From an optimization exercise on the open Yosys and OpenROAD flow, aimed at a short achievable clock period and few clock cycles; shortcuts taken in it are not production practice.
The RTL was checked by simulation tests, not by an equivalence proof against the original design.
No driver is modelled on the clock port, so clocking that relies on it looks cheaper here than on a real chip.
Power figures rest on the tool's default switching activity, not on a simulated workload.

### flow/constraint.sdc
create_clock -name core_clock -period 7.5 [get_ports {clk}]
set_input_delay 1.5000 -clock core_clock [delete_from_list [all_inputs] [get_ports {clk}]]
set_output_delay 1.5000 -clock core_clock [all_outputs]
set_load 0.01 [all_outputs]
### flow/config.mk
export PLATFORM = sky130hd
export DESIGN_NAME = msprocessor
export DESIGN_NICKNAME = msprocessor
export VERILOG_FILES = /design/flow/design.v
export SDC_FILE = /design/flow/constraint.sdc
export NUM_CORES = 4
export LEC_CHECK = 0
export ABC_CLOCK_PERIOD_IN_PS = 3000
export CAP_MARGIN = 20
export CORE_MARGIN = 2
export CORE_UTILIZATION = 40
export PLACE_DENSITY = 0.6
export SETUP_SLACK_MARGIN = 4.4
export SLEW_MARGIN = 20
### flow/design.v
module constant_value #(parameter W=8, V=0) (A);
	output [W-1:0] A;  
	assign A = V;
endmodule
module register_WE #(parameter W = 8) (A,B,clk,rst,enb);
		input [W-1:0] A;
		input clk,rst,enb;
		output reg [W-1:0] B;
		always@(posedge clk)
		begin
		if(rst == 1) begin
			B <= 0;
		end
		else begin
			if(enb == 1) begin
				B <= A;
			end
		end		
		end
endmodule
module my_2mux #(parameter W=4) (A,B,C,D);
	input [W-1:0] A,B;
	input C;
	output reg [W-1:0] D;
	always@* 
	begin
		if ( C == 0 )
			D = A;
		else
			D = B;
	end
endmodule
module my_4mux #(parameter W=4) (A,B,C,D,E,F);
	input [W-1:0] A,B,C,D;
	input [1:0] E;
	output reg [W-1:0] F;
	always@* 
	begin
		if ( E == 2'b00  )
			F = A;
		else if ( E == 2'b01 )
			F = B;
		else if ( E == 2'b10  )
			F = C;
		else
			F = D;
	end
endmodule
module shifter #(parameter W=8) (data, sh, sh_data);
input [W-1:0] data;  
input [2:0] sh;  
output reg [W-1:0] sh_data;  
always@* begin
	case(sh)
		3'b001: sh_data = 0;  
		3'b010: sh_data = {data[W-2:0],data[W-1]};  
		3'b011: sh_data = {data[0],data[W-1:1]};  
		3'b100: sh_data = {data[W-2:0],1'b0};  
		3'b101: sh_data = {data[W-1],data[W-1:1]};  
		3'b110: sh_data = {1'b0,data[W-1:1]};  
		default: sh_data = data;  
	endcase
end
endmodule
module register_file #(parameter W=8) (din1,Rn,Rm,Rd,wrt,R7Write,rst,clk,dout1,dout2);
	input [W-1:0] din1;
	input [2:0] Rn,Rm,Rd;
	input rst,wrt,R7Write,clk;
	output [W-1:0] dout1,dout2;
	reg [W-1:0] regs [0:7];
	integer i;
	always@(posedge clk)
	begin
		if(rst == 1) begin
			for(i=0;i<8;i=i+1) regs[i] <= 0;
		end
		else begin
			if(wrt == 1) regs[Rd] <= din1;
			if(R7Write == 1) regs[7] <= din1;
		end
	end
	assign dout1 = (R7Write && Rn == 3'd7) ? din1 : regs[Rn];
	assign dout2 = (R7Write && Rm == 3'd7) ? din1 : regs[Rm];
endmodule
module alu #(parameter W=4) (clk,rst,enb,updateFlags,A,B,C,CONTROL,CO,OVF,N,Z);
	input clk,rst,enb;
	input updateFlags;
	input [W-1:0] A,B;
	input [2:0] CONTROL;
	output reg CO,OVF,N,Z;  
	output reg [W-1:0] C;
	reg nCO,nOVF,nN,nZ;  
	reg setFlags;  
	always@*
	begin
	nCO = 0;
	nOVF = 0;
	setFlags = 0;
	C = 0;
	if ( CONTROL == 3'b000)
	begin
		{nCO,C} = A + B;  
		if ( (A[W-1] == B[W-1] ) && (A[W-1] != C[W-1] ))  
			nOVF = 1;  
		setFlags = 1;
	end
	else if ( CONTROL == 3'b001)
	begin
		{nCO,C} = A + {1'b0,~B} + 1'b1;  
		if ( (A[W-1] != B[W-1] ) && (A[W-1] != C[W-1] ))  
			nOVF = 1;
		setFlags = 1;
	end
	else if ( CONTROL == 3'b010)
	begin
		{nCO,C} = B + {1'b0,~A} + 1'b1;  
		if ( (A[W-1] != B[W-1] ) && (B[W-1] != C[W-1] ))  
			nOVF = 1;
		setFlags = 1;
	end
	else if ( CONTROL == 3'b011)
	begin
		C = A ^ B; 			 
		setFlags = 1;
	end
	else if ( CONTROL == 3'b100)
	begin
		C = A & B; 			 
		setFlags = 1;
	end
	else if ( CONTROL == 3'b101)
	begin
		C = A | B;			 
		setFlags = 1;
	end
	else if ( CONTROL == 3'b110)
	begin
		C = B; 			 
	end
	else
	begin
		C = A;			 
	end
	nN = C[W-1];  
	nZ = ( C == 0);  
	end
	always@(posedge clk)
	begin
		if(rst == 1) begin
			CO <= 0;
			OVF <= 0;
			N <= 0;
			Z <= 0;
		end
		else if(enb && updateFlags && setFlags) begin
			CO <= nCO;
			OVF <= nOVF;
			N <= nN;
			Z <= nZ;
		end
	end
endmodule
module datapath(
	PCWrite,
	CLK,
	RST,
	AdrSrc,
	MemW,
	IRWrite,
	RA1Src,
	RegWrite,
	R7Write,
	ALUSrcA,
	updateFlags,
	reg_enb,
	ALUControl,
	ALUSrcB,
	RA2Src,
	RA3Src,
	ResultSrc,
	shift,
	WD3Src,
	C,
	V,
	N,
	Z,
	ALUA,
	ALUB,
	alures,
	counter,
	instruction,
	mem,
	rd2,
	result,
	shiftd,
	mem_addr,
	mem_rdata,
	mem_wdata,
	mem_we
);
input wire	PCWrite;
input wire	CLK;
input wire	RST;
input wire	AdrSrc;
input wire	MemW;
input wire	IRWrite;
input wire	RA1Src;
input wire	RegWrite;
input wire	R7Write;
input wire	ALUSrcA;
input wire	updateFlags;
input wire	reg_enb;
input wire	[2:0] ALUControl;
input wire	[1:0] ALUSrcB;
input wire	[1:0] RA2Src;
input wire	[1:0] RA3Src;
input wire	[1:0] ResultSrc;
input wire	[2:0] shift;
input wire	[1:0] WD3Src;
output wire	C;
output wire	V;
output wire	N;
output wire	Z;
output wire	[7:0] ALUA;
output wire	[7:0] ALUB;
output wire	[7:0] alures;
output wire	[7:0] counter;
output wire	[15:0] instruction;
output wire	[15:0] mem;
output wire	[7:0] rd2;
output wire	[7:0] result;
output wire	[7:0] shiftd;
output wire	[7:0] mem_addr;
input wire	[15:0] mem_rdata;
output wire	[7:0] mem_wdata;
output wire	mem_we;
wire	[7:0] ALUOut;
wire	[7:0] ALUResult;
wire	[7:0] DATA;
wire	enb;
wire	[15:0] INSTR;
wire	[15:0] MEM_ALTERA_SYNTHESIZED;
wire	[7:0] ONE;
wire	[7:0] PC;
wire	[2:0] RA1;
wire	[2:0] RA2;
wire	[2:0] RA3;
wire	[7:0] RD_ALTERA_SYNTHESIZED2;
wire	[7:0] Result_ALTERA_SYNTHESIZED;
wire	[2:0] SEVEN;
wire	[7:0] shifted;
wire	[2:0] SIX;
wire	[7:0] WD3;
wire	[7:0] SYNTHESIZED_WIRE_0;
wire	[7:0] SYNTHESIZED_WIRE_1;
wire	[7:0] SYNTHESIZED_WIRE_2;
wire	[7:0] SYNTHESIZED_WIRE_3;
wire	[7:0] SYNTHESIZED_WIRE_4;
wire	SYNTHESIZED_WIRE_5;
wire	[7:0] SYNTHESIZED_WIRE_6;
assign	ALUA = SYNTHESIZED_WIRE_0;
assign	ALUB = SYNTHESIZED_WIRE_1;
assign	SYNTHESIZED_WIRE_5 = 1;
register_WE	b2v_inst(
	.clk(CLK),
	.rst(RST),
	.enb(PCWrite),
	.A(Result_ALTERA_SYNTHESIZED),
	.B(PC));
	defparam	b2v_inst.W = 8;
alu	b2v_inst1(
	.clk(CLK),
	.rst(RST),
	.enb(enb),
	.updateFlags(updateFlags),
	.A(SYNTHESIZED_WIRE_0),
	.B(SYNTHESIZED_WIRE_1),
	.CONTROL(ALUControl),
	.CO(C),
	.OVF(V),
	.N(N),
	.Z(Z),
	.C(ALUResult));
	defparam	b2v_inst1.W = 8;
constant_value	b2v_inst10(
	.A(SIX));
	defparam	b2v_inst10.V = 6;
	defparam	b2v_inst10.W = 3;
my_2mux	b2v_inst11(
	.C(RA1Src),
	.A(INSTR[5:3]),
	.B(SEVEN),
	.D(RA1));
	defparam	b2v_inst11.W = 3;
constant_value	b2v_inst12(
	.A(SEVEN));
	defparam	b2v_inst12.V = 7;
	defparam	b2v_inst12.W = 3;
register_file	b2v_inst13(
	.wrt(RegWrite),
	.rst(RST),
	.clk(CLK),
	.R7Write(R7Write),
	.din1(WD3),
	.Rd(RA3),
	.Rm(RA2),
	.Rn(RA1),
	.dout1(SYNTHESIZED_WIRE_2),
	.dout2(SYNTHESIZED_WIRE_3));
	defparam	b2v_inst13.W = 8;
register_WE	b2v_inst14(
	.clk(CLK),
	.rst(RST),
	.enb(enb),
	.A(SYNTHESIZED_WIRE_2),
	.B(SYNTHESIZED_WIRE_4));
	defparam	b2v_inst14.W = 8;
register_WE	b2v_inst15(
	.clk(CLK),
	.rst(RST),
	.enb(enb),
	.A(SYNTHESIZED_WIRE_3),
	.B(RD_ALTERA_SYNTHESIZED2));
	defparam	b2v_inst15.W = 8;
shifter	b2v_inst19(
	.data(RD_ALTERA_SYNTHESIZED2),
	.sh(shift),
	.sh_data(shifted));
	defparam	b2v_inst19.W = 8;
my_2mux	b2v_inst2(
	.C(AdrSrc),
	.A(PC),
	.B(Result_ALTERA_SYNTHESIZED),
	.D(SYNTHESIZED_WIRE_6));
	defparam	b2v_inst2.W = 8;
my_2mux	b2v_inst20(
	.C(ALUSrcA),
	.A(SYNTHESIZED_WIRE_4),
	.B(PC),
	.D(SYNTHESIZED_WIRE_0));
	defparam	b2v_inst20.W = 8;
my_4mux	b2v_inst21(
	.A(shifted),
	.B(INSTR[7:0]),
	.C(ONE),
	.D(8'b0),
	.E(ALUSrcB),
	.F(SYNTHESIZED_WIRE_1));
	defparam	b2v_inst21.W = 8;
constant_value	b2v_inst22(
	.A(ONE));
	defparam	b2v_inst22.V = 1;
	defparam	b2v_inst22.W = 8;
register_WE	b2v_inst28(
	.clk(CLK),
	.rst(RST),
	.enb(enb),
	.A(ALUResult),
	.B(ALUOut));
	defparam	b2v_inst28.W = 8;
my_4mux	b2v_inst31(
	.A(ALUOut),
	.B(DATA),
	.C(ALUResult),
	.D(8'b0),
	.E(ResultSrc),
	.F(Result_ALTERA_SYNTHESIZED));
	defparam	b2v_inst31.W = 8;
assign	mem_addr = SYNTHESIZED_WIRE_6;
assign	mem_we = MemW;
assign	mem_wdata = RD_ALTERA_SYNTHESIZED2;
assign	MEM_ALTERA_SYNTHESIZED = mem_rdata;
register_WE	b2v_inst4(
	.clk(CLK),
	.rst(RST),
	.enb(IRWrite),
	.A(MEM_ALTERA_SYNTHESIZED),
	.B(INSTR));
	defparam	b2v_inst4.W = 16;
register_WE	b2v_inst5(
	.clk(CLK),
	.rst(RST),
	.enb(enb),
	.A(MEM_ALTERA_SYNTHESIZED[7:0]),
	.B(DATA));
	defparam	b2v_inst5.W = 8;
my_4mux	b2v_inst7(
	.A(DATA),
	.B(Result_ALTERA_SYNTHESIZED),
	.C(PC),
	.D(8'b0),
	.E(WD3Src),
	.F(WD3));
	defparam	b2v_inst7.W = 8;
my_4mux	b2v_inst8(
	.A(INSTR[8:6]),
	.B(INSTR[10:8]),
	.C(SIX),
	.D(3'b0),
	.E(RA3Src),
	.F(RA3));
	defparam	b2v_inst8.W = 3;
my_4mux	b2v_inst9(
	.A(INSTR[2:0]),
	.B(INSTR[8:6]),
	.C(SIX),
	.D(INSTR[10:8]),
	.E(RA2Src),
	.F(RA2));
	defparam	b2v_inst9.W = 3;
assign	enb = reg_enb;
assign	alures = ALUResult;
assign	counter = PC;
assign	instruction = INSTR;
assign	mem = MEM_ALTERA_SYNTHESIZED;
assign	rd2 = RD_ALTERA_SYNTHESIZED2;
assign	result = Result_ALTERA_SYNTHESIZED;
assign	shiftd = shifted;
endmodule
module controller(rst,instr,clk,PCWrite,AdrSrc,MemW,IRWrite,RA1Src,RA2Src,RA3Src,WD3Src,RegWrite,R7Write,Shift,ALUSrcA,ALUSrcB,ALUControl,ResultSrc,updateFlags,Z,N,V,C,RUN);
input [15:0] instr;
input clk,rst,RUN;
input Z,N,V,C;
output reg PCWrite,AdrSrc,MemW,IRWrite,RA1Src,RegWrite,R7Write,ALUSrcA,updateFlags;
output reg [1:0] RA2Src,RA3Src,WD3Src,ALUSrcB,ResultSrc;
output reg [2:0] Shift,ALUControl;
reg [3:0] state;
reg dRA1Src;
reg [1:0] dRA2Src,dRA3Src;
always@(posedge clk)
begin
	if(rst == 1) state <= 4'b0000;  
	else if (RUN == 1) begin
		if(state == 4'b0000) state <= 4'b0001;  
		else if(state == 4'b0001) begin
			if(instr[15:14] == 2'b00) begin
				state <= 4'b0010 ; 
			end
			else if(instr[15:14] == 2'b01) begin
				if(instr[13:12] == 2'b00) begin
					state <= 4'b0011 ; 
				end
				else if(instr[13:12] == 2'b01) begin
					state <= 4'b1011 ; 
				end
				else if(instr[13:12] == 2'b10) begin
					state <= 4'b0011 ; 
				end
			end
			else if(instr[15:14] == 2'b10) begin
				if(instr[13:11] == 3'b000) begin
					state <= 4'b1000 ; 
				end
				else if(instr[13:11] == 3'b001) begin
					state <= 4'b1010 ; 
				end
				else if(instr[13:11] == 3'b010) begin
					state <= 4'b1001 ; 
				end
				else if(instr[13:11] == 3'b011) begin
					if(Z == 1) state <= 4'b1000 ; 
					else state <= 4'b0000;  
				end
				else if(instr[13:11] == 3'b100) begin
					if(Z == 0) state <= 4'b1000 ; 
					else state <= 4'b0000;  
				end
				else if(instr[13:11] == 3'b101) begin
					if(C == 1) state <= 4'b1000 ; 
					else state <= 4'b0000;  
				end
				else if(instr[13:11] == 3'b110) begin
					if(C == 0) state <= 4'b1000 ; 
					else state <= 4'b0000;  
				end
			end
		end
		else if(state == 4'b0011) begin
			if(instr[13:12] == 2'b00) state <= 4'b0101;  
			else if(instr[13:12] == 2'b10) state <= 4'b0100;  
		end
		else if(state == 4'b0010) state <= 4'b0111;  
		else if(state == 4'b1011) state <= 4'b0000;  
		else if(state == 4'b0111) state <= 4'b0000;  
		else if(state == 4'b0100) state <= 4'b0000;  
		else if(state == 4'b0101) state <= 4'b0110;  
		else if(state == 4'b0110) state <= 4'b0000;  
		else if(state == 4'b1000) state <= 4'b0000;  
		else if(state == 4'b1001) state <= 4'b0000;  
		else if(state == 4'b1010) state <= 4'b0000;  
	end
end
always@(*)
	begin
	if(instr[15:14] == 2'b10) dRA1Src = 1;  
	else dRA1Src = 0;
	if(instr[15:9] == 7'b00000 || instr[15:9] == 7'b00001 || instr[15:9] == 7'b00010 
			|| instr[15:9] == 7'b00011 || instr[15:9] == 7'b00100)  dRA2Src = 2'b00;  
	else if(instr[15:9] == 7'b00101 || instr[15:9] == 7'b00110 || instr[15:9] == 7'b00111 
			|| instr[15:9] == 7'b01000 || instr[15:9] == 7'b01001 || instr[15:9] == 7'b01010) dRA2Src = 2'b01;  
	else if(instr[15:14] == 2'b01 && instr[13:12] == 2'b10) dRA2Src = 2'b01;  
	else if(instr[15:14] == 2'b10 && instr[13:11] == 3'b010) dRA2Src = 2'b11;  
	else dRA2Src = 2'b00;
	if(instr[15:14] == 2'b00 || (instr[15:14] == 2'b01 && instr[13:12] == 2'b00)) dRA3Src = 2'b00;  
	else if(instr[15:14] == 2'b01 && instr[13:12] == 2'b01) dRA3Src = 2'b01;  
	else if(instr[15:14] == 2'b10 && instr[13:11] == 3'b001) dRA3Src = 2'b10;  
	else dRA3Src = 2'b00;
	end
always@(*)
	begin
	PCWrite = 0;
	AdrSrc = 0;
	MemW = 0;
	IRWrite = 0;
	RegWrite = 0;
	R7Write = 0;
	Shift = 3'b000;
	ALUSrcA = 0;
	ALUSrcB = 2'b00;
	ALUControl = 3'b000;
	ResultSrc = 2'b00;
	updateFlags = 0;
	RA1Src = dRA1Src;
	RA2Src = dRA2Src;
	RA3Src = dRA3Src;
	WD3Src = 2'b01;
	if(state == 4'b0000) begin
		PCWrite = 1;
		AdrSrc = 0;
		MemW = 0;
		IRWrite = 1;
		RegWrite = 0;
		R7Write = 0;
		Shift = 3'b000;
		ALUSrcA = 1;
		ALUSrcB = 2'b10;
		ALUControl = 3'b000;
		ResultSrc = 2'b10;
		updateFlags = 0;
	end
	else if(state == 4'b0001) begin
		PCWrite = 0;
		AdrSrc = 0;
		MemW = 0;
		IRWrite = 0;
		WD3Src = 2'b01;
		RegWrite = 0;
		R7Write = 1;
		Shift = 3'b000;
		ALUSrcA = 1;
		ALUSrcB = 2'b10;
		ALUControl = 3'b000;
		ResultSrc = 2'b10;
		updateFlags = 0;
	end
	else if(state == 4'b0101) begin
		PCWrite = 0;
		AdrSrc = 1;
		MemW = 0;
		IRWrite = 0;
		RegWrite = 0;
		R7Write = 0;
		Shift = 3'b000;
		ALUSrcA = 0;
		ALUSrcB = 2'b00;
		ALUControl = 3'b000;
		ResultSrc = 2'b00;
		updateFlags = 0;
	end
	else if(state == 4'b1011) begin
		PCWrite = 0;
		AdrSrc = 0;
		MemW = 0;
		IRWrite = 0;
		RegWrite = 1;
		R7Write = 0;
		Shift = 3'b000;
		ALUSrcA = 0;
		ALUSrcB = 2'b01;
		ALUControl = 3'b110;
		ResultSrc = 2'b10;
		updateFlags = 0;
	end
	else if(state == 4'b0010) begin
		PCWrite = 0;
		AdrSrc = 0;
		MemW = 0;
		IRWrite = 0;
		RegWrite = 0;
		R7Write = 0;
		if(instr[13:9] == 5'b00101) 		Shift = 3'b001;  
		else if(instr[13:9] == 5'b00110) Shift = 3'b010;  
		else if(instr[13:9] == 5'b00111) Shift = 3'b011;  
		else if(instr[13:9] == 5'b01000)	Shift = 3'b100;  
		else if(instr[13:9] == 5'b01001)	Shift = 3'b101;  
		else if(instr[13:9] == 5'b01010) Shift = 3'b110;  
		ALUSrcA = 0;
		ALUSrcB = 2'b00;
		if(instr[13:9] == 5'b00000) ALUControl = 3'b000;  
		else if(instr[13:9] == 5'b00001) ALUControl = 3'b001;  
		else if(instr[13:9] == 5'b00010) ALUControl = 3'b100;  
		else if(instr[13:9] == 5'b00011) ALUControl = 3'b101;  
		else if(instr[13:9] == 5'b00100) ALUControl = 3'b011;  
		else if(instr[13:9] == 5'b00101) ALUControl = 3'b110;  
		else if(instr[13:9] == 5'b00110) ALUControl = 3'b110;  
		else if(instr[13:9] == 5'b00111) ALUControl = 3'b110;  
		else if(instr[13:9] == 5'b01000) ALUControl = 3'b110;  
		else if(instr[13:9] == 5'b01001) ALUControl = 3'b110;  
		else if(instr[13:9] == 5'b01010) ALUControl = 3'b110;  
		ResultSrc = 2'b00;
		updateFlags = 1;
	end
	else if(state == 4'b0011) begin
		PCWrite = 0;
		AdrSrc = 0;
		MemW = 0;
		IRWrite = 0;
		RegWrite = 0;
		R7Write = 0;
		Shift = 3'b000;
		ALUSrcA = 0;
		ALUSrcB = 2'b00;
		ALUControl = 3'b111;
		ResultSrc = 2'b00;
		updateFlags = 0;
	end
	else if(state == 4'b0100) begin
		PCWrite = 0;
		AdrSrc = 1;
		MemW = 1;
		IRWrite = 0;
		RegWrite = 0;
		R7Write = 0;
		Shift = 3'b000;
		ALUSrcA = 0;
		ALUSrcB = 2'b00;
		ALUControl = 3'b000;
		ResultSrc = 2'b00;
		updateFlags = 0;
	end
	else if(state == 4'b1000) begin
		WD3Src = 2'b01;
		PCWrite = 1;
		AdrSrc = 0;
		MemW = 0;
		IRWrite = 0;
		RegWrite = 0;
		R7Write = 1;
		Shift = 3'b000;
		ALUSrcA = 0;
		ALUSrcB = 2'b01;
		ALUControl = 3'b000;
		ResultSrc = 2'b10;
		updateFlags = 0;
	end
	else if(state == 4'b1010) begin
		WD3Src = 2'b10;
		PCWrite = 1;
		AdrSrc = 0;
		MemW = 0;
		IRWrite = 0;
		RegWrite = 1;
		R7Write = 1;
		Shift = 3'b000;
		ALUSrcA = 0;
		ALUSrcB = 2'b01;
		ALUControl = 3'b000;
		ResultSrc = 2'b10;
		updateFlags = 0;
	end
	else if(state == 4'b1001) begin
		WD3Src = 2'b01;
		PCWrite = 1;
		AdrSrc = 0;
		MemW = 0;
		IRWrite = 0;
		RegWrite = 0;
		R7Write = 1;
		Shift = 3'b000;
		ALUSrcA = 0;
		ALUSrcB = 2'b00;
		ALUControl = 3'b110;
		ResultSrc = 2'b10;
		updateFlags = 0;
	end
	else if(state == 4'b0110) begin
		WD3Src = 2'b00;
		PCWrite = 0;
		AdrSrc = 0;
		MemW = 0;
		IRWrite = 0;
		RegWrite = 1;
		R7Write = 0;
		Shift = 3'b000;
		ALUSrcA = 0;
		ALUSrcB = 2'b00;
		ALUControl = 3'b000;
		ResultSrc = 2'b00;
		updateFlags = 0;
	end
	else if(state == 4'b0111) begin
		RA3Src = 2'b00;
		WD3Src = 2'b01;
		PCWrite = 0;
		AdrSrc = 0;
		MemW = 0;
		IRWrite = 0;
		RegWrite = 1;
		R7Write = 0;
		Shift = 3'b000;
		ALUSrcA = 0;
		ALUSrcB = 2'b00;
		ALUControl = 3'b000;
		ResultSrc = 2'b00;
		updateFlags = 0;
	end
end
endmodule
module msprocessor(clk,RESET,RUN,MemAddr,MemRData,MemWE,MemWData);
input clk, RESET, RUN;
output [7:0] MemAddr;     
input [15:0] MemRData;    
output MemWE;             
output [7:0] MemWData;
reg [7:0] A;         
reg [7:0] pc;        
reg dmode;           
reg st;              
reg [7:0] wd;        
reg halted;
reg Zf, Cf;
reg [7:0] R [0:6];   
reg [7:0] opA;       
reg [7:0] opB;       
reg [7:0] opS;       
reg e_cin;           
reg e_we;            
reg [2:0] e_wreg;
reg e_setf;          
reg e_arith, e_and, e_or, e_xor, e_rol, e_ror, e_shl, e_asr, e_lsr, e_pass;
reg [15:0] cdat [0:3];
reg [5:0] ctag [0:3];
reg [3:0] cv;
reg fill;            
reg [15:0] cw;       
reg chit;            
assign MemAddr = A;
assign MemWData = wd;
assign MemWE = st & RUN;
wire [8:0] e_sum = {1'b0, opA} + {1'b0, opB} + {8'b0, e_cin};
wire [7:0] e_res =
	  ({8{e_arith}} & e_sum[7:0])
	| ({8{e_and}} & (opA & opB))
	| ({8{e_or}}  & (opA | opB))
	| ({8{e_xor}} & (opA ^ opB))
	| ({8{e_rol}} & {opS[6:0], opS[7]})
	| ({8{e_ror}} & {opS[0], opS[7:1]})
	| ({8{e_shl}} & {opS[6:0], 1'b0})
	| ({8{e_asr}} & {opS[7], opS[7:1]})
	| ({8{e_lsr}} & {1'b0, opS[7:1]})
	| ({8{e_pass}} & opB);
wire e_zarith = &(~((opA ^ opB) ^ {opA[6:0] | opB[6:0], e_cin}));
wire e_zlogic = ~|(({8{e_and}} & (opA & opB)) | ({8{e_or}} & (opA | opB)) | ({8{e_xor}} & (opA ^ opB)));
wire Zn = e_setf ? (e_arith ? e_zarith : e_zlogic) : Zf;
wire Cn = e_setf ? (e_arith & e_sum[8]) : Cf;
wire f_go = !dmode || chit;
wire [15:0] I = dmode ? cw : MemRData;
wire f_dp   = I[15:14] == 2'b00;
wire f_mem  = I[15:14] == 2'b01;
wire f_br   = I[15:14] == 2'b10;
wire f_halt = I[15:14] == 2'b11;
wire f_ldr  = f_mem && I[13:12] == 2'b00;
wire f_ldi  = f_mem && I[13:12] == 2'b01;
wire f_str  = f_mem && I[13:12] == 2'b10;
wire [2:0] cond = I[13:11];
wire f_bl   = f_br && cond == 3'b001;
wire f_bx   = f_br && cond == 3'b010;
wire [4:0] op = I[13:9];
wire f_dpv  = f_dp && op <= 5'd10;
wire [7:0] pc1 = pc + 8'd1;
wire [7:0] pc2 = pc + 8'd2;
wire [7:0] w_data = dmode ? MemRData[7:0] : e_res;
wire [2:0] i_n = I[5:3];
wire [2:0] i_m = I[2:0];
wire [2:0] i_d = I[8:6];
wire [2:0] i_x = I[10:8];
wire [7:0] r_n = (i_n == 3'd7) ? pc2 : (e_we && e_wreg == i_n) ? w_data : R[i_n];
wire [7:0] r_m = (i_m == 3'd7) ? pc2 : (e_we && e_wreg == i_m) ? w_data : R[i_m];
wire [7:0] r_d = (i_d == 3'd7) ? pc2 : (e_we && e_wreg == i_d) ? w_data : R[i_d];
wire [7:0] r_x = (i_x == 3'd7) ? pc2 : (e_we && e_wreg == i_x) ? w_data : R[i_x];
reg taken;
always @* begin
	case (cond)
		3'b000: taken = 1'b1;
		3'b001: taken = 1'b1;
		3'b011: taken = Zn;
		3'b100: taken = !Zn;
		3'b101: taken = Cn;
		3'b110: taken = !Cn;
		default: taken = 1'b0;
	endcase
end
wire [7:0] target = pc2 + I[7:0];
wire [7:0] nxt = f_bx ? r_x : (f_br && taken) ? target : pc1;
wire f_sub = op == 5'd1;
wire [1:0] lk = pc1[1:0];
wire lhit = cv[lk] && ctag[lk] == pc1[7:2] && !(dmode && st && A == pc1);
integer i;
always @(posedge clk) begin
	if (RESET) begin
		A <= 8'h00;
		pc <= 8'h00;
		dmode <= 1'b0;
		st <= 1'b0;
		halted <= 1'b0;
		e_we <= 1'b0;
		e_setf <= 1'b0;
		Zf <= 1'b0;
		Cf <= 1'b0;
		fill <= 1'b0;
		cv <= 4'b0000;
		for (i = 0; i < 7; i = i + 1) R[i] <= 8'h00;
	end else if (RUN) begin
		if (e_we) R[e_wreg] <= w_data;
		if (e_setf) begin
			Zf <= Zn;
			Cf <= Cn;
		end
		if (fill) begin
			cdat[pc[1:0]] <= MemRData;
			ctag[pc[1:0]] <= pc[7:2];
			cv[pc[1:0]] <= 1'b1;
		end
		if (dmode && st && ctag[A[1:0]] == A[7:2]) cv[A[1:0]] <= 1'b0;
		e_we <= 1'b0;
		e_setf <= 1'b0;
		dmode <= 1'b0;
		st <= 1'b0;
		fill <= 1'b0;
		if (halted) begin
		end else if (!f_go) begin
			A <= pc;
			fill <= 1'b1;
		end else if (f_halt) begin
			halted <= 1'b1;
		end else if (f_ldr || f_str) begin
			dmode <= 1'b1;
			st <= f_str;
			e_we <= f_ldr && i_d != 3'd7;
			e_wreg <= i_d;
			wd <= r_d;
			A <= r_n;
			pc <= pc1;
			cw <= cdat[lk];
			chit <= lhit;
		end else begin
			e_we <= (f_dpv && i_d != 3'd7) || (f_ldi && i_x != 3'd7) || f_bl;
			e_setf <= f_dp && op <= 5'd4;
			e_wreg <= f_ldi ? i_x : f_bl ? 3'd6 : i_d;
			opA <= r_n;
			opB <= f_ldi ? I[7:0] : f_bl ? pc1 : f_sub ? ~r_m : r_m;
			opS <= r_d;
			e_cin <= f_sub;
			e_arith <= f_dp && (op == 5'd0 || op == 5'd1);
			e_and <= f_dp && op == 5'd2;
			e_or  <= f_dp && op == 5'd3;
			e_xor <= f_dp && op == 5'd4;
			e_rol <= f_dp && op == 5'd6;
			e_ror <= f_dp && op == 5'd7;
			e_shl <= f_dp && op == 5'd8;
			e_asr <= f_dp && op == 5'd9;
			e_lsr <= f_dp && op == 5'd10;
			e_pass <= f_ldi || f_bl;
			A <= nxt;
			pc <= nxt;
		end
	end
end
endmodule
### flow/run.sh
#!/bin/bash
# synth_recipe.tcl (not shown) runs the flow's synth.tcl, then flattens the netlist and writes it again
# the make line also repeats each setting of config.mk as NAME=value (left out here)
make -C /OpenROAD-flow-scripts/flow DESIGN_CONFIG=/design/flow/config.mk WORK_HOME=/design/flow/orfs CLKGATE_MAP_FILE= SYNTH_SCRIPT=/design/flow/synth_recipe.tcl finish
==> impl_metrics.csv, run 1 <==
group,metric,value,unit
outcome,outcome,"timing/DRC/antenna clean",
grt,grt_pass1_wl,80600,µm
setup_path,path_class,"reg2reg",
placement,port_buffers,35,
layout,nNetsFinal,1598,
power_and_ir_drop,power_per_cell_area,201,nW/µm²
timing,slew_violations,0,
synthesis,yosys_most_used_dff,"edfxtp_1",
clock_network,numClockSinks,245,
grt,grt_usage,28.2,%
timing,rsz0062_at_grt,"true",
layout,drive_gt1_share,27.3,%
die,die_y,195,µm
synthesis,synth_fp_nets,1468,
timing,relSlewSlack,39.7,%
grt,grt_pass1_vias,12500,
routing,drt_iter0_markers,1555,
setup_path,start_kind,"register",
grt,gr-total-overflow,0,
layout,multi_input_area,8060,µm²
clock_network,cts.htree.levels,1,
grt,antenna_found_initial,0,
timing,worst_pin_slew,0.898,ns
routing,ant_nets,0,
routing,drc,0,
routing,firstDrtPassIters,7,
layout,final_area,18800,µm²
layout,num-fill-cells,3111,
setup_path,worst-path-max-fanout,8,
setup_path,arrival,3.83,ns
clock_network,cts_root_buf,"clkbuf_16",
synthesis,ys_ff_latch,245,
routing,vias,12900,
placement,dp_hpwl,34100,µm
die,initial_core_util,40.8,%
layout,regArea,6990,µm²
timing,hold_violations,0,
setup_path,critPathRequiredTime,7.94,ns
synthesis,synth_cell_types,73,
power_and_ir_drop,p_leak,6.81,nW
placement,placed_cell_area,15500,µm²
synthesis,synth_top_cell_by_area,"edfxtp_1",
synthesis,netlist_area,14600,µm²
synthesis,netlist.area_leader.share,42.6,%
synthesis,avgSynthCellArea,10.3,µm²
placement,gp_congestion,0.949,
clock_network,cts.clk_slew.worst_paths,0.07,ns
die,boundaryPins,36,
routing,viasPerCell,6.34,
job,drv_cap,0,
timing,fin_crit_sh,45.1,%
layout,final_cells,2030,
timing,finalCriticalPeriod,3.39,ns
grt,grt_max_degree,36,
die,rows,69,
power_and_ir_drop,fin_total_pwr,3.79,mW
timing,max_clock_freq,0.295,GHz
synthesis,async_flop_share,0,%
synthesis,ys_seq_area_share,47.8,%
layout,area_growth,29.0,%
clock_network,cts_tree,"done",
synthesis,synth_edf_count,207,
timing,setup_tns,0,ns
routing,routed_wirelength,54900,µm
clock_network,clock_path_buffers,3,
clock_network,numCtsBuffers,27,
synthesis,synth.area.top_cells,"edfxtp_1 43%, nand2_1 5.6%, mux4_2 5.4%",
clock_network,clk_latency,0.57,ns
layout,final_cell_mix,"207 x edfxtp_1, 205 x nand2_1, 108 x buf_4",
die,die_w,195,µm
power_and_ir_drop,peakVddDrop,0.204,mV
layout,n_antenna_cell,0,
layout,mostFrequentLayoutCell,"edfxtp_1",
placement,placed_cells,1852,
setup_path,cp-end-kind,"register",
routing,wl_per_cell,27.0,µm
die,fp.coreArea,35700,µm²
synthesis,yosysWarnings,1,
layout,post-route-util,52.7,%
timing,fin_skew,0.0181,ns
timing,setup_viol,0,
die,die-area,38000,µm²
synthesis,syn_inst,1418,
min_path,hp-class,"reg2reg",
-- critical path, stage by stage, from the launching register on --
cell,delay [ns]
edfxtp_1,0.45
buf_4,0.15
inv_1,0.03
ha_1,0.20
o211ai_1,0.65
nor4_2,0.15
a21oi_2,0.42
mux2i_2,0.41
a21o_4,0.25
o22ai_2,0.11
o311ai_2,0.34
a221oi_2,0.10
-- sequential cells by signal, indices dropped and copies added, names as in the netlist, 3 cells and up, named ones only --
signal  count
wd          8
e_wreg      3
opB         8
cv          4
opS         8
R          64
opA         8
cw         16
cdat       64
pc          8
A           8
ctag       24
-- power by group --
part	total [mW]	switching (mW)	leakage, nW	internal (mW)
sequential	1.57	0.0521	2.27	1.52
combinational	0.749	0.423	4.08	0.326
clock	1.48	0.572	0.466	0.904
total	3.79	1.05	6.81	2.75
-- path summary, 6_finish.rpt --
path,start,to,slack [ns],cells past startpoint
hold / removal,halted,halted,0.48,2
setup / recovery,opA[0],A[6],4.11,11
hold reg to reg,halted,halted,0.48,2
setup reg to reg,opA[0],A[6],4.11,11
-- final cells by class --
class                           instances  share of cell area (%)
Timing Repair Buffer                  186                    10.5
Clock buffer                           31                    3.67
Multi-Input combinational cell       1033                    42.8
Timing Repair inverter                  2                  0.0798
Tap cell                              461                    3.06
Sequential cell                       245                    37.1
Clock inverter                         19                    1.53
Inverter                               53                    1.24
-- what timing repair did --
item	CTS	global route
hold buffers	0	0
setup buffers	86	29
gates resized for setup	228	84
setup endpoints to repair	338	94
pin swaps	58	51
gates cloned	13	0
-- cells by family after synthesis --
family                     after synthesis  synth area share, %
DFF                                    245                 47.8
and+or+nand+nor                        524                 16.6
buffers and inverters                  143                 4.00
muxes                                  115                 11.4
AOI/OAI and AO/OA                      298                 13.7
xor gates and xnor gates                62                 3.72
adders and majority gates               31                 2.81
-- Yosys cell counts (all sizes together) (10+ instances only) --
master / number
nand2: 216
edfxtp: 207
nor2: 110
mux2i: 69
o21ai: 69
a21oi: 63
clkbuf: 55
inv: 53
nand3: 50
dfxtp: 38
a211oi: 36
and3: 35
buf: 35
mux4: 35
xnor2: 33
xor2: 29
ha: 28
a311oi: 23
nor3: 20
a31oi: 19
nor2b: 15
and2: 14
nand2b: 13
mux2: 11
or2: 11
or3: 11
a211o: 10
a22oi: 10
nand4: 10
-- metal layers --
metal  routed length (µm)  track usage (%)  up-vias
li1                     -                -     5542
met3                 6590             6.20      232
met5                    0                0        -
met2                23600             42.6      859
met4                 3320             14.6        0
met1                21300             38.3     6235
-- per-stage QoR --
stage | setup slack [ns] | hold slack [ns]
floorplan | 3.59 | 0.428
global placement | 2.12 | 0.441
detailed placement | 2.08 | 0.457
CTS | 4.17 | 0.472
global route | 4.02 | 0.530
finish | 4.11 | 0.478
Testbench counts, summed over its fixed seeds: cycles 13,870.
==> run 2, diff against run 1 <==
--- a/flow/design.v
+++ b/flow/design.v
@@ -747,7 +747,8 @@
 assign MemAddr = A;
 assign MemWData = wd;
 assign MemWE = st & RUN;
-wire [8:0] e_sum = {1'b0, opA} + {1'b0, opB} + {8'b0, e_cin};
+wire [8:0] e_sum;
+ks_add8 e_add(.a(opA), .b(opB), .cin(e_cin), .s(e_sum[7:0]), .cout(e_sum[8]));
 wire [7:0] e_res =
 	  ({8{e_arith}} & e_sum[7:0])
 	| ({8{e_and}} & (opA & opB))
@@ -777,8 +778,14 @@
 wire f_bx   = f_br && cond == 3'b010;
 wire [4:0] op = I[13:9];
 wire f_dpv  = f_dp && op <= 5'd10;
-wire [7:0] pc1 = pc + 8'd1;
-wire [7:0] pc2 = pc + 8'd2;
+reg [7:0] pc1, pc2;
+integer b;
+always @* begin
+	for (b = 0; b < 8; b = b + 1) begin
+		pc1[b] = pc[b] ^ ((pc & ((8'd1 << b) - 8'd1)) == ((8'd1 << b) - 8'd1));
+		pc2[b] = (b == 0) ? pc[0] : pc[b] ^ ((pc & ((8'd1 << b) - 8'd2)) == ((8'd1 << b) - 8'd2));
+	end
+end
 wire [7:0] w_data = dmode ? MemRData[7:0] : e_res;
 wire [2:0] i_n = I[5:3];
 wire [2:0] i_m = I[2:0];
@@ -800,7 +807,8 @@
 		default: taken = 1'b0;
 	endcase
 end
-wire [7:0] target = pc2 + I[7:0];
+wire [7:0] target;
+ks_add8 t_add(.a(pc2), .b(I[7:0]), .cin(1'b0), .s(target), .cout());
 wire [7:0] nxt = f_bx ? r_x : (f_br && taken) ? target : pc1;
 wire f_sub = op == 5'd1;
 wire [1:0] lk = pc1[1:0];
@@ -877,3 +885,45 @@
 	end
 end
 endmodule
+module ks_add8(a, b, cin, s, cout);
+input [7:0] a, b;
+input cin;
+output [7:0] s;
+output cout;
+wire [8:0] g0 = {a & b, cin};
+wire [8:0] p0 = {a ^ b, 1'b0};
+wire [8:0] g1, p1, g2, p2, g3, p3, g4;
+genvar j;
+generate
+	for (j = 0; j < 9; j = j + 1) begin : pre
+		if (j >= 1) begin
+			assign g1[j] = g0[j] | (p0[j] & g0[j-1]);
+			assign p1[j] = p0[j] & p0[j-1];
+		end else begin
+			assign g1[j] = g0[j];
+			assign p1[j] = p0[j];
+		end
+		if (j >= 2) begin
+			assign g2[j] = g1[j] | (p1[j] & g1[j-2]);
+			assign p2[j] = p1[j] & p1[j-2];
+		end else begin
+			assign g2[j] = g1[j];
+			assign p2[j] = p1[j];
+		end
+		if (j >= 4) begin
+			assign g3[j] = g2[j] | (p2[j] & g2[j-4]);
+			assign p3[j] = p2[j] & p2[j-4];
+		end else begin
+			assign g3[j] = g2[j];
+			assign p3[j] = p2[j];
+		end
+		if (j >= 8) begin
+			assign g4[j] = g3[j] | (p3[j] & g3[j-8]);
+		end else begin
+			assign g4[j] = g3[j];
+		end
+	end
+endgenerate
+assign s = p0[8:1] ^ g4[7:0];
+assign cout = g4[8];
+endmodule
==> run 2 against run 1 <==
Against the previous run: clock power decreased by 9%; final area increased by 2.2%; maximum frequency decreased by 1.4%; combinational power about the same; via count increased by 4.0%; die area increased by 4.9%; clock skew increased by 0.034 ns; area after synthesis increased by 5.1%; cell count increased by 3.1%; largest cell class unchanged.
==> impl_metrics.csv, run 2 <==
group,metric,value,unit
setup_path,path_class,"in2out",
die,initial_core_util,40.7,%
die,die-area,39900,µm²
synthesis,yosys_most_used_dff,"edfxtp_1",
placement,port_buffers,35,
synthesis,synthTopCellsByCount,"207 x edfxtp_1, 167 x nand2_1, 103 x nor2_1",
die,fp.coreArea,37700,µm²
synthesis,synth_top_cell_by_area,"edfxtp_1",
synthesis,yosysMostFrequentCell,"edfxtp_1",
grt,grt_usage,28.2,%
synthesis,synth_cell_types,99,
clock_network,cts_tree,"done",
power_and_ir_drop,power_per_cell_area,190,nW/µm²
timing,setup_tns,0,ns
timing,hold_violations,0,
layout,area_growth,25.5,%
grt,grt_pass1_wl,82600,µm
setup_path,critPathRequiredTime,6.00,ns
clock_network,cts.htree.levels,1,
die,die_w,200,µm
min_path,hp-class,"reg2reg",
timing,worst_pin_slew,1.09,ns
grt,grt_max_degree,37,
synthesis,ys_seq_area_share,45.5,%
die,die_y,200,µm
routing,drt_iter0_markers,1890,
setup_path,start_kind,"primary input",
placement,gp_congestion,0.988,
synthesis,netlist_area,15300,µm²
synthesis,yosysWarnings,1,
clock_network,cts_root_buf,"clkbuf_16",
routing,ant_nets,0,
die,rows,71,
layout,num-fill-cells,3296,
grt,antenna_found_initial,0,
job,drv_cap,0,
synthesis,netlist.area_leader.share,40.5,%
clock_network,numClockSinks,245,
layout,n_antenna_cell,0,
power_and_ir_drop,peakVddDrop,0.182,mV
synthesis,async_flop_share,0,%
min_path,min_from,"halted",
clock_network,clock_path_buffers,3,
timing,slew_violations,0,
setup_path,crit_path_top_delay_cell,"and2_4",
setup_path,path_cells,"buf_6 > buf_6 > and2_4 > buf_6",
setup_path,cp_common_cell,"buf_6",
grt,grt_pass1_vias,12600,
synthesis,synth.area.top_cells,"edfxtp_1 41%, mux2i_1 6.5%, dfxtp_1 5.0%",
layout,post-route-util,51.1,%
placement,dp_hpwl,36300,µm
setup_path,worst-path-max-fanout,2,
clock_network,cts.clk_slew.worst_paths,0.06,ns
routing,routed_wirelength,57200,µm
timing,timing.final.ws_setup,4.07,ns
clock_network,numCtsBuffers,28,
routing,firstDrtPassIters,8,
layout,drive_gt1_share,27.6,%
timing,relSlewSlack,26.6,%
setup_path,reg2reg_depth,9,
routing,vias,13400,
setup_path,arrival,1.93,ns
setup_path,cp-end-kind,"output port",
setup_path,r2r_start,"opB[0]",
layout,nNetsFinal,1614,
outcome,outcome,"timing/DRC/antenna clean",
power_and_ir_drop,p_leak,7.07,nW
die,boundaryPins,36,
clock_network,clk_latency,0.60,ns
setup_path,crit_start,"RUN",
placement,post-place-ws,2.41,ns
routing,drc,0,
grt,gr-total-overflow,0,
synthesis,synth_edf_count,207,
clock_network,ctsHoldBuffers,0,
timing,max_clock_freq,0.291,GHz
synthesis,synth_fp_nets,1498,
timing,rsz0062_at_grt,"true",
timing,fin_crit_sh,45.8,%
timing,setup_viol,0,
synthesis,ys_ff_latch,245,
min_path,whs_path_depth,2,
timing,finalCriticalPeriod,3.43,ns
layout,final_cell_mix,"207 x edfxtp_1, 159 x nand2_1, 98 x nor2_1",
routing,wl_per_cell,27.4,µm
layout,mostFrequentLayoutCell,"edfxtp_1",
routing,viasPerCell,6.40,
synthesis,syn_inst,1445,
setup_path,max_stage_delay,0.13,ns
timing,fin_skew,0.0526,ns
synthesis,avgSynthCellArea,10.6,µm²
## run 2: final cells by class
class | instances | area, µm² | share of cell area (%)
Multi-Input combinational cell | 1048 | 8530 | 44.3
Sequential cell | 245 | 7000 | 36.4
Timing Repair Buffer | 177 | 1920 | 9.96
Clock buffer | 29 | 704 | 3.66
Tap cell | 511 | 639 | 3.32
Inverter | 61 | 256 | 1.33
Clock inverter | 21 | 190 | 0.988
## run 2: cells by family (layout without fill, tap and decap cells)
| logic type | after synthesis | in the layout | synth area share [%] |
|---|---|---|---|
| buf+inv | 156 | 288 | 5.17 |
| flops | 245 | 245 | 45.5 |
| simple gates | 478 | 479 | 14.8 |
| compound gates | 325 | 325 | 15.3 |
| mux | 154 | 157 | 13.2 |
| fa+ha+maj | 34 | 34 | 2.87 |
| xor+xnor | 53 | 53 | 3.03 |
## run 2: final timing paths
kind | to | slack (ns)
setup / recovery | MemWE | 4.07
setup reg to reg | opB[1] | 4.39
hold reg to reg | halted | 0.47
hold / removal | halted | 0.47
## run 2: worst max-delay path: cells and delay by family
| family | cells | cell delay (ns) |
|---|---|---|
| buf+inv | 3 | 0.30 |
| simple gates | 1 | 0.13 |
## run 2: timing repair
item,CTS,global route
cloned,10,2
setup endpoints to repair,329,148
gates resized for setup,176,110
pin swaps,35,43
buffers inserted,86,22
endpoints found under the hold margin,0,0
## run 2: through the flow
step	instance area (µm²)	hold slack (ns)	power (mW)	cells
4_1_cts	18600	0.478	3.58	2068
3_5_place_dp	16200	0.453	2.15	1922
5_1_grt	19200	0.522	3.75	2092
3_3_place_gp	16100	0.442	2.15	1920
6_report	19200	0.471	3.65	2092
2_1_floorplan	15600	0.428	1.97	1445
## run 2: routing by layer
metal / up-vias / global-route usage (%) / wire (µm)
met2: 931 / 43.1 / 25000
li1: 5668 / - / -
met3: 245 / 6.20 / 6720
met1: 6543 / 38.4 / 22400
met5: - / 0 / 0
met4: 0 / 12.7 / 3130
## run 2: report_power, final
part	leakage [nW]	internal, mW	switching (mW)
Combinational	4.39	0.320	0.429
Clock	0.418	0.753	0.594
Sequential	2.27	1.51	0.0481
Testbench counts of run 2, summed over its fixed seeds: cycles 13,870.
==> run 3, diff against run 2 <==
--- a/flow/config.mk
+++ b/flow/config.mk
@@ -5,7 +5,7 @@
 export SDC_FILE = /design/flow/constraint.sdc
 export NUM_CORES = 4
 export LEC_CHECK = 0
-export ABC_CLOCK_PERIOD_IN_PS = 3000
+export ABC_CLOCK_PERIOD_IN_PS = 1000
 export CAP_MARGIN = 20
 export CORE_MARGIN = 2
 export CORE_UTILIZATION = 40
==> run 3 against run 2 <==
Against the previous run: still clean on timing, DRC and antenna; final area stayed put; clock-buffer cell count stayed put; sequential share of layout area stayed put; via count stayed put; wire length stayed put; cell count stayed put; sequential power hardly changed; global-route usage stayed put; setup slack stayed put; first-iteration DRC count stayed put; largest cell class unchanged; largest power group unchanged.
==> impl_metrics.csv, run 3 <==
group,metric,value,unit
layout,nNetsFinal,1614,
routing,drt_iter0_markers,1890,
routing,wl_per_cell,27.4,µm
grt,grt_util_met1,38.4,%
setup_path,cp-end-kind,"output port",
routing,routed_wirelength,57200,µm
synthesis,synth_top_cell_by_area,"edfxtp_1",
routing,viasPerCell,6.40,
power_and_ir_drop,peakVddDrop,0.182,mV
clock_network,numCtsBuffers,28,
outcome,outcome,"timing/DRC/antenna clean",
layout,final_cell_mix,"207 x edfxtp_1, 159 x nand2_1, 98 x nor2_1",
die,initial_core_util,40.7,%
layout,regArea,7000,µm²
synthesis,synth_edf_count,207,
grt,grt_pass1_wl,82600,µm
synthesis,yosys.area_share.adder,2.87,%
setup_path,worst-path-max-fanout,2,
die,die-area,39900,µm²
clock_network,clk_latency,0.60,ns
die,rows,71,
timing,setup_viol,0,
layout,area_growth,25.5,%
timing,worst_pin_slew,1.09,ns
timing,max_clock_freq,0.291,GHz
die,fp.coreArea,37700,µm²
setup_path,critPathRequiredTime,6.00,ns
routing,vias,13400,
synthesis,async_flop_share,0,%
timing,finalCriticalPeriod,3.43,ns
grt,grt_use_met3,6.20,%
synthesis,synth_fp_nets,1498,
timing,hold_violations,0,
placement,placed_cells,1922,
synthesis,yosys_most_used_dff,"edfxtp_1",
layout,post-route-util,51.1,%
synthesis,ys_seq_area_share,45.5,%
layout,mostFrequentLayoutCell,"edfxtp_1",
setup_path,path_class,"in2out",
timing,slew_violations,0,
grt,gr-total-overflow,0,
synthesis,netlist.area_leader.share,40.5,%
clock_network,numClockSinks,245,
clock_network,cts_tree,"done",
power_and_ir_drop,power_per_cell_area,190,nW/µm²
grt,grt_max_degree,37,
layout,final_cells,2092,
synthesis,ys_ff_latch,245,
synthesis,synthTopCellsByCount,"207 x edfxtp_1, 167 x nand2_1, 103 x nor2_1",
grt,grt_usage,28.2,%
clock_network,clock_path_buffers,3,
placement,dp_hpwl,36300,µm
placement,port_buffers,35,
grt,grt_busiest_layer,"met2",
synthesis,yosysMostFrequentCell,"edfxtp_1",
layout,num-fill-cells,3296,
layout,drive_gt1_share,27.6,%
layout,multi_input_area,8530,µm²
job,drv_cap,0,
timing,holdWs,0.471,ns
timing,rsz0062_at_grt,"true",
synthesis,synth_cell_types,99,
timing,fin_crit_sh,45.8,%
clock_network,cts_root_buf,"clkbuf_16",
timing,relSlewSlack,26.6,%
setup_path,arrival,1.93,ns
synthesis,synth-simple-area-share,14.8,%
clock_network,cts.htree.levels,1,
synthesis,synthMuxAreaShare,13.2,%
grt,antenna_found_initial,0,
timing,fin_skew,0.0526,ns
routing,drc,0,
min_path,hp-class,"reg2reg",
synthesis,avgSynthCellArea,10.6,µm²
layout,n_antenna_cell,0,
clock_network,cts.clk_slew.worst_paths,0.06,ns
grt,met2_usage,43.1,%
synthesis,synth_top_family_by_area,"compound AO/OA/AOI/OAI gates",
setup_path,start_kind,"primary input",
placement,gp_congestion,0.988,
timing,setup_tns,0,ns
synthesis,yosysWarnings,1,
synthesis,synth_compound_area_share,15.3,%
die,die_w,200,µm
routing,firstDrtPassIters,8,
die,die_y,200,µm
synthesis,synth_xor_xnor_area_share,3.03,%
power_and_ir_drop,p_leak,7.07,nW
clock_network,ctsHoldBuffers,0,
routing,ant_nets,0,
synthesis,netlist_area,15300,µm²
synthesis,synth.area.top_cells,"edfxtp_1 41%, mux2i_1 6.5%, dfxtp_1 5.0%",
die,boundaryPins,36,
grt,grt_pass1_vias,12600,
synthesis,syn_inst,1445,
==> run 3: cell counts after synthesis <==
Identical to the previous run, type by type.
==> run 3: kinds of logic (layout without fill, tap and decap cells) <==
group,Yosys count,after routing
compound gates,325,325
xor+xnor,53,53
fa+ha+maj,34,34
buf+inv,156,288
flops,245,245
mux,154,157
simple gates,478,479
==> run 3: layout make-up <==
type	count	share of cell area, %
clock buffer	29	3.66
clock inverter	21	0.988
inverter	61	1.33
multi-input combinational	1048	44.3
sequential	245	36.4
tap	511	3.32
timing repair buffer	177	9.96
==> run 3: power breakdown <==
| part | internal, mW | total, mW | leakage (nW) | switching [mW] |
|---|---|---|---|---|
| registers | 1.51 | 1.56 | 2.27 | 0.0481 |
| logic | 0.320 | 0.748 | 4.39 | 0.429 |
| clock network | 0.753 | 1.35 | 0.418 | 0.594 |
| total | 2.58 | 3.65 | 7.07 | 1.07 |
==> run 3: timing repair <==
item / 4_1_cts / 5_1_grt
setup endpoints to repair: 329 / 148
pin swaps: 35 / 43
buffers inserted: 86 / 22
gates cloned: 10 / 2
resized for setup: 176 / 110
==> run 3: layer usage <==
metal	vias up	wire, µm	part of all wire, %
li1	5668	-	-
met1	6543	22400	39
met2	931	25000	44
met3	245	6720	12
met4	0	3130	5.5
met5	-	0	0
==> run 3: worst paths after layout <==
check | startpoint | to | slack [ns] | cells after the start
setup / recovery | RUN | MemWE | 4.07 | 4
hold / removal | halted | halted | 0.47 | 2
setup reg to reg | opB[0] | opB[1] | 4.39 | 9
hold reg to reg | halted | halted | 0.47 | 2
==> run 3: per-stage QoR <==
step	setup WS, ns	cell area (µm²)	total power [mW]
finish	4.07	19200	3.65
detailed placement	2.41	16200	2.15
CTS	4.07	18600	3.58
global route	4.06	19200	3.75
global placement	2.38	16100	2.15
floorplan	3.79	15600	1.97
==> run 3: critical path, stage by stage <==
cell and delay [ns]:
buf_6 0.09, buf_6 0.10, and2_4 0.13, buf_6 0.11
==> run 4, diff against run 3 <==
--- a/flow/config.mk
+++ b/flow/config.mk
@@ -5,10 +5,10 @@
 export SDC_FILE = /design/flow/constraint.sdc
 export NUM_CORES = 4
 export LEC_CHECK = 0
-export ABC_CLOCK_PERIOD_IN_PS = 1000
 export CAP_MARGIN = 20
 export CORE_MARGIN = 2
 export CORE_UTILIZATION = 40
+export GPL_TIMING_DRIVEN = 0
 export PLACE_DENSITY = 0.6
 export SETUP_SLACK_MARGIN = 4.4
 export SLEW_MARGIN = 20
==> run 4 against run 3 <==
Against the previous run: via count fell by 1.6%; still clean on timing, DRC and antenna; sequential power barely moved; maximum frequency fell by 1.0%; largest power group unchanged; highest routed layer unchanged; sequential cell count did not move; setup slack got worse by 0.036 ns; clock-buffer cell count fell by 1.
==> impl_metrics.csv, run 4 <==
group,metric,value,unit
synthesis,yosysMostFrequentCell,"edfxtp_1",
synthesis,ys_ff_latch,245,
clock_network,cts.clk_slew.worst_paths,0.07,ns
synthesis,yosys_most_used_dff,"edfxtp_1",
routing,firstDrtPassIters,6,
min_path,hp-class,"reg2reg",
timing,finalCriticalPeriod,3.47,ns
clock_network,cts_root_buf,"clkbuf_16",
power_and_ir_drop,p_leak,7.16,nW
routing,drt_iter0_markers,1599,
power_and_ir_drop,switching_power,1.09,mW
synthesis,synthTopCellsByCount,"207 x edfxtp_1, 167 x nand2_1, 103 x nor2_1",
min_path,min_from,"halted",
layout,final_cell_mix,"207 x edfxtp_1, 162 x nand2_1, 99 x nor2_1",
setup_path,critPathRequiredTime,6.00,ns
clock_network,clock_path_buffers,3,
setup_path,r2r_slack,4.28,ns
setup_path,start_kind,"primary input",
synthesis,synth_edf_count,207,
setup_path,r2r_start,"opB[4]",
job,drv_cap,0,
timing,hold_violations,0,
die,rows,71,
power_and_ir_drop,power_frac_seq,42.6,%
setup_path,r2r_end,"A[5]",
die,die_y,200,µm
grt,grt_pass1_wl,82200,µm
outcome,outcome,"timing/DRC/antenna clean",
die,die_w,200,µm
die,boundaryPins,36,
power_and_ir_drop,peakVddDrop,0.191,mV
setup_path,path_class,"in2out",
layout,mostFrequentLayoutCell,"edfxtp_1",
routing,routed_wirelength,56800,µm
clock_network,clk_latency,0.60,ns
routing,viasPerCell,6.15,
routing,wl_per_cell,26.5,µm
synthesis,netlist_area,15300,µm²
clock_network,cts_tree,"done",
setup_path,arrival,1.97,ns
placement,gp_congestion,1.01,
grt,grt_pass1_vias,12500,
power_and_ir_drop,p_sw_share,30.1,%
grt,gr-total-overflow,0,
die,die-area,39900,µm²
timing,rsz0062_at_grt,"true",
layout,n_antenna_cell,0,
layout,area_growth,26.9,%
synthesis,synth_top_cell_by_area,"edfxtp_1",
min_path,whs_path_depth,2,
synthesis,avgSynthCellArea,10.6,µm²
synthesis,syn_inst,1445,
synthesis,ys_seq_area_share,45.5,%
power_and_ir_drop,combPwrFrac,21.4,%
grt,grt_max_degree,23,
layout,drive_gt1_share,29.9,%
synthesis,async_flop_share,0,%
power_and_ir_drop,fin_total_pwr,3.63,mW
synthesis,yosysWarnings,1,
setup_path,worst-path-max-fanout,2,
timing,worst_pin_slew,0.982,ns
power_and_ir_drop,power_per_cell_area,187,nW/µm²
routing,vias,13200,
clock_network,cts.htree.levels,1,
layout,num-fill-cells,3343,
synthesis,netlist.area_leader.share,40.5,%
timing,setup_viol,0,
setup_path,reg2reg_depth,10,
power_and_ir_drop,power.internal,2.53,mW
routing,drc,0,
clock_network,numCtsBuffers,28,
power_and_ir_drop,power.share.clock,35.9,%
grt,antenna_found_initial,0,
synthesis,synth_cell_types,99,
timing,setup_tns,0,ns
min_path,hold_end,"halted",
setup_path,cp-end-kind,"output port",
die,initial_core_util,40.7,%
timing,slew_violations,0,
timing,max_clock_freq,0.288,GHz
timing,fin_skew,0.0340,ns
placement,dp_hpwl,40900,µm
clock_network,ctsHoldBuffers,0,
timing,fin_crit_sh,46.2,%
clock_network,numClockSinks,245,
die,fp.coreArea,37700,µm²
layout,regArea,7000,µm²
layout,nNetsFinal,1662,
layout,multi_input_area,8530,µm²
synthesis,synth_fp_nets,1498,
synthesis,synth.area.top_cells,"edfxtp_1 41%, mux2i_1 6.5%, dfxtp_1 5.0%",
routing,ant_nets,0,
grt,grt_usage,28.4,%
placement,port_buffers,34,
timing,relSlewSlack,34.1,%
[run 4: layout make-up]
| class | instances | area share [%] |
|---|---|---|
| Clock inverter | 24 | 0.888 |
| Buffer | 95 | 4.39 |
| Clock buffer | 28 | 3.60 |
| Inverter | 61 | 1.25 |
| Timing Repair Buffer | 134 | 6.76 |
| Sequential cell | 245 | 36.0 |
| Multi-Input combinational cell | 1044 | 43.9 |
| Tap cell | 511 | 3.29 |
[run 4: power groups by stage]
stage               Combinational (mW)  Clock [mW]  Sequential (mW)
floorplan                        0.412           0             1.56
global placement                 0.602           0             1.57
detailed placement               0.608           0             1.57
CTS                              0.695        1.32             1.55
global route                     0.811        1.37             1.55
finish                           0.778        1.30             1.55
[run 4: worst max path at each step]
stage,startpoint,endpoint,slack (ns),cells past startpoint
after floorplan,MemRData[0],pc[6],3.79,13
after global placement,MemRData[0],pc[6],2.63,14
after detailed placement,MemRData[0],pc[6],2.61,14
after CTS,RUN,MemWE,4.03,4
after global routing,RUN,MemWE,4.03,4
final,RUN,MemWE,4.03,4
[run 4: critical path: stages]
cell and delay (ns):
buf_12 0.10, clkbuf_16 0.13, and2_4 0.13, buf_6 0.11
[run 4: cells by family (layout without fill, tap and decap cells)]
logic type / Yosys count / in the layout / share of synthesized area (%)
buffers and inverters: 156 / 342 / 5.17
xor gates and xnor gates: 53 / 53 / 3.03
DFF: 245 / 245 / 45.5
AOI/OAI and AO/OA: 325 / 325 / 15.3
and+or+nand+nor: 478 / 478 / 14.8
muxes: 154 / 154 / 13.2
adders and majority gates: 34 / 34 / 2.87
[run 4: per-stage QoR]
step | utilization, % | instance area (µm²) | cells | setup WS (ns) | hold slack [ns]
3_5_place_dp | 44.2 | 16600 | 1994 | 2.61 | 0.463
4_1_cts | 49.6 | 18700 | 2104 | 4.03 | 0.479
5_1_grt | 51.6 | 19500 | 2142 | 4.03 | 0.538
2_1_floorplan | - | 15600 | 1445 | 3.79 | 0.428
6_report | 51.6 | 19500 | 2142 | 4.03 | 0.472
3_3_place_gp | 44.0 | 16600 | 1990 | 2.63 | 0.444
[run 4: routing by layer]
| metal | track usage, % | share of wire (%) | vias up |
|---|---|---|---|
| li1 | - | - | 5779 |
| met1 | 38.4 | 41 | 6498 |
| met2 | 44.0 | 45 | 742 |
| met3 | 6.42 | 10 | 156 |
| met4 | 12.2 | 4.3 | 0 |
| met5 | 0 | 0 | - |
[run 4: timing repair]
action                                  in CTS  in global routing
endpoints found under the setup margin     241                121
gates cloned                                 0                  2
gates resized for setup                    232                109
hold endpoints to repair                     0                  0
pin swaps                                   46                 47
buffers inserted                            58                 36
==> run 5, diff against run 4 <==
==> flow/flow/run.sh (new file) <==
#!/bin/bash
# The standard layout, with one step added after clock tree synthesis:
# flow/fix_io.tcl removes the buffers that placement left on the RUN -> MemWE
# path (between the port buffers). Everything else is the standard flow.
set -euo pipefail
export POST_CTS_TCL="$PWD/flow/fix_io.tcl"
bash standard.sh > standard.log 2>&1
==> flow/flow/fix_io.tcl (new file) <==
# Run after clock tree synthesis (POST_CTS_TCL). The only path from an input
# port to an output port is RUN -> MemWE (MemWE = store & RUN). Buffers that
# placement put between RUN's input buffer and the AND gate only add delay on
# it; remove them, keeping the port buffers at both ends.
set pe [find_timing_paths -from [get_ports RUN] -to [get_ports MemWE] -path_delay max]
set insts {}
foreach pt [get_property $pe points] {
  set pin [get_property $pt pin]
  set inst [get_cells -quiet -of_objects $pin]
  if { $inst eq "" } { continue }
  set name [get_full_name $inst]
  if { [lsearch -exact $insts $name] < 0 } { lappend insts $name }
}
puts "fix_io: RUN -> MemWE goes through $insts"
set extra {}
foreach name [lrange $insts 1 end-1] {
  set ref [get_property [get_cells $name] ref_name]
  if { [regexp {__(buf|clkbuf|dlygate|clkdlybuf)} $ref] } { lappend extra $name }
}
if { [llength $extra] > 0 } {
  puts "fix_io: removing $extra"
  remove_buffers [get_cells $extra]
}
report_checks -from [get_ports RUN] -to [get_ports MemWE]
==> flow/standard.sh (new file) <==
#!/bin/bash
# synth_recipe.tcl (not shown) runs the flow's synth.tcl, then flattens the netlist and writes it again
# the make line also repeats each setting of config.mk as NAME=value (left out here)
make -C /OpenROAD-flow-scripts/flow DESIGN_CONFIG=/design/flow/config.mk WORK_HOME=/design/flow/orfs CLKGATE_MAP_FILE= SYNTH_SCRIPT=/design/flow/synth_recipe.tcl "${@:-finish}"
--- a/flow/config.mk
+++ b/flow/config.mk
@@ -5,10 +5,10 @@
 export SDC_FILE = /design/flow/constraint.sdc
 export NUM_CORES = 4
 export LEC_CHECK = 0
+export ABC_CLOCK_PERIOD_IN_PS = 3000
 export CAP_MARGIN = 20
 export CORE_MARGIN = 2
 export CORE_UTILIZATION = 40
-export GPL_TIMING_DRIVEN = 0
 export PLACE_DENSITY = 0.6
 export SETUP_SLACK_MARGIN = 4.4
 export SLEW_MARGIN = 20
removed: flow/run.sh
==> run 5 against run 4 <==
Against the previous run: still clean on timing, DRC and antenna; sequential power barely moved; sequential cell count unchanged; sequential share of layout area grew 0.53 points; register-to-register slack better by 0.06 ns; die area stayed put; largest power group unchanged; clock skew rose by 0.018 ns.
==> impl_metrics.csv, run 5 <==
group,metric,value,unit
setup_path,cp-end-kind,"output port",
setup_path,start_kind,"primary input",
synthesis,synth.area.top_cells,"edfxtp_1 41%, mux2i_1 6.5%, dfxtp_1 5.0%",
grt,antenna_found_initial,0,
layout,multi_input_area,8530,µm²
layout,mostFrequentLayoutCell,"edfxtp_1",
layout,drive_gt1_share,27.3,%
layout,n_antenna_cell,0,
synthesis,ys_seq_area_share,45.5,%
setup_path,path_class,"in2out",
routing,wl_per_cell,27.3,µm
routing,firstDrtPassIters,10,
timing,hold_violations,0,
synthesis,ys_ff_latch,245,
synthesis,synth_edf_count,207,
routing,vias,13300,
timing,setup_tns,0,ns
timing,slew_violations,0,
grt,grt_usage,28.2,%
power_and_ir_drop,p_leak,7.05,nW
grt,gr-total-overflow,0,
routing,routed_wirelength,57000,µm
timing,max_clock_freq,0.301,GHz
routing,viasPerCell,6.37,
synthesis,avgSynthCellArea,10.6,µm²
layout,num-fill-cells,3307,
power_and_ir_drop,power_per_cell_area,190,nW/µm²
layout,regArea,7000,µm²
layout,final_cell_mix,"207 x edfxtp_1, 159 x nand2_1, 99 x nor2_1",
grt,grt_pass1_vias,12600,
outcome,outcome,"timing/DRC/antenna clean",
synthesis,netlist.area_leader.share,40.5,%
synthesis,synth_fp_nets,1498,
synthesis,yosysWarnings,1,
timing,finalCriticalPeriod,3.33,ns
synthesis,netlist_area,15300,µm²
placement,gp_congestion,0.988,
min_path,hp-class,"reg2reg",
setup_path,critPathRequiredTime,6.00,ns
setup_path,reg2reg_depth,11,
die,die_y,200,µm
job,drv_cap,0,
die,die-area,39900,µm²
placement,dp_hpwl,36300,µm
clock_network,cts_tree,"done",
routing,drt_iter0_markers,1665,
routing,ant_nets,0,
routing,drc,0,
die,die_w,200,µm
timing,fin_skew,0.0519,ns
die,fp.coreArea,37700,µm²
timing,fin_crit_sh,44.3,%
timing,setup_viol,0,
power_and_ir_drop,switching_power,1.07,mW
synthesis,syn_inst,1445,
setup_path,crit_start,"RUN",
min_path,whs_path_depth,2,
die,rows,71,
synthesis,synth_top_cell_by_area,"edfxtp_1",
synthesis,async_flop_share,0,%
grt,grt_max_degree,37,
timing,rsz0062_at_grt,"true",
power_and_ir_drop,power.share.clock,36.9,%
clock_network,clk_latency,0.60,ns
power_and_ir_drop,power.internal,2.58,mW
clock_network,numClockSinks,245,
placement,placed_cell_area,16200,µm²
layout,nNetsFinal,1610,
timing,relSlewSlack,25.0,%
clock_network,cts.clk_slew.worst_paths,0.06,ns
placement,port_buffers,35,
synthesis,yosys_most_used_dff,"edfxtp_1",
setup_path,worst-path-max-fanout,2,
synthesis,synthTopCellsByCount,"207 x edfxtp_1, 167 x nand2_1, 103 x nor2_1",
die,initial_core_util,40.7,%
power_and_ir_drop,power_frac_seq,42.7,%
power_and_ir_drop,peakVddDrop,0.184,mV
die,boundaryPins,36,
synthesis,synth_cell_types,99,
layout,final_area,19200,µm²
synthesis,yosysMostFrequentCell,"edfxtp_1",
setup_path,r2r_start,"pc[1]",
grt,grt_pass1_wl,82600,µm
min_path,min_from,"halted",
setup_path,arrival,1.83,ns
timing,worst_pin_slew,1.12,ns
power_and_ir_drop,combPwrFrac,20.4,%
layout,area_growth,25.2,%
power_and_ir_drop,p_sw_share,29.3,%
==> run 5: cell counts after synthesis <==
No cell type changed its count.
==> run 5: stage by stage <==
| stage | worst slack (ns) | util [%] | cells | power (mW) | hold slack (ns) |
|---|---|---|---|---|---|
| global placement | 2.38 | 42.9 | 1920 | 2.15 | 0.442 |
| floorplan | 3.79 | - | 1445 | 1.97 | 0.428 |
| finish | 4.17 | 50.9 | 2088 | 3.65 | 0.471 |
| detailed placement | 2.41 | 43.1 | 1922 | 2.15 | 0.453 |
| global route | 4.17 | 50.9 | 2088 | 3.74 | 0.522 |
==> run 5: final cells by class <==
| cell class | count | area share, % |
|---|---|---|
| tap | 511 | 3.33 |
| clock buffer | 29 | 3.67 |
| multi-input combinational | 1049 | 44.5 |
| timing repair buffer | 172 | 9.71 |
| inverter | 61 | 1.34 |
| clock inverter | 21 | 0.991 |
| sequential | 245 | 36.5 |
==> run 5: worst paths after layout <==
check / endpoint / slack, ns
worst max-delay path: MemWE / 4.17
worst min-delay path: halted / 0.47
worst max register to register: A[7] / 4.34
worst min register to register: halted / 0.47
==> run 5: critical path, cell delays in order <==
cell    delay (ns)
buf_6         0.09
and2_4        0.12
buf_6         0.11
==> run 5: routing by layer <==
metal  vias up  global-route usage (%)  wire, µm
met2       875                    43.1     24600
met4         0                    12.7      3370
li1       5671                       -         -
met5         -                       0         0
met3       240                    6.20      6500
met1      6515                    38.4     22500
==> run 5: logic make-up (layout without fill, tap and decap cells) <==
logic type | Yosys count | after routing | share of synthesized area, %
XOR/XNOR | 53 | 53 | 3.03
AND/OR/NAND/NOR | 478 | 480 | 14.8
buffers and inverters | 156 | 283 | 5.17
flip-flops | 245 | 245 | 45.5
multiplexers | 154 | 157 | 13.2
AO/OA/AOI/OAI | 325 | 325 | 15.3
adder cells (fa/ha/maj) | 34 | 34 | 2.87
==> run 5: power by group through the flow <==
stage	clock network, mW	logic (mW)	registers (mW)
2_1_floorplan	0	0.412	1.56
3_3_place_gp	0	0.562	1.58
3_5_place_dp	0	0.568	1.58
5_1_grt	1.41	0.773	1.56
6_report	1.35	0.743	1.56

-- what the ideal ports hide --
Ports are ideal in the flow. The routed layouts listed here were re-timed in OpenROAD.
Step 1, drivers: a clkbuf_16 drives clk and a buf_2 each remaining input, both assumed.
Step 2, shift: input delay + t, output delay - t, t = (earliest + latest rising clock arrival at the registers) / 2. This alone moves slack from input paths to output paths.
Three values: ideal ports, drivers, drivers and shift; two values: the first two.
| run | t (ns) | slack for setup (ns) |
|---|---|---|
| run 1 | 0.617 | 4.114 / 4.112 / 3.531 |
| run 2 | 0.629 | 4.068 / 4.037 / 3.650 |
| run 3 | 0.629 | 4.068 / 4.037 / 3.650 |
| run 4 | 0.636 | 4.032 / 3.987 / 3.528 |
| run 5 | 0.627 | 4.174 / 4.143 / 3.665 |
After both steps setup and hold are still met in every run listed.
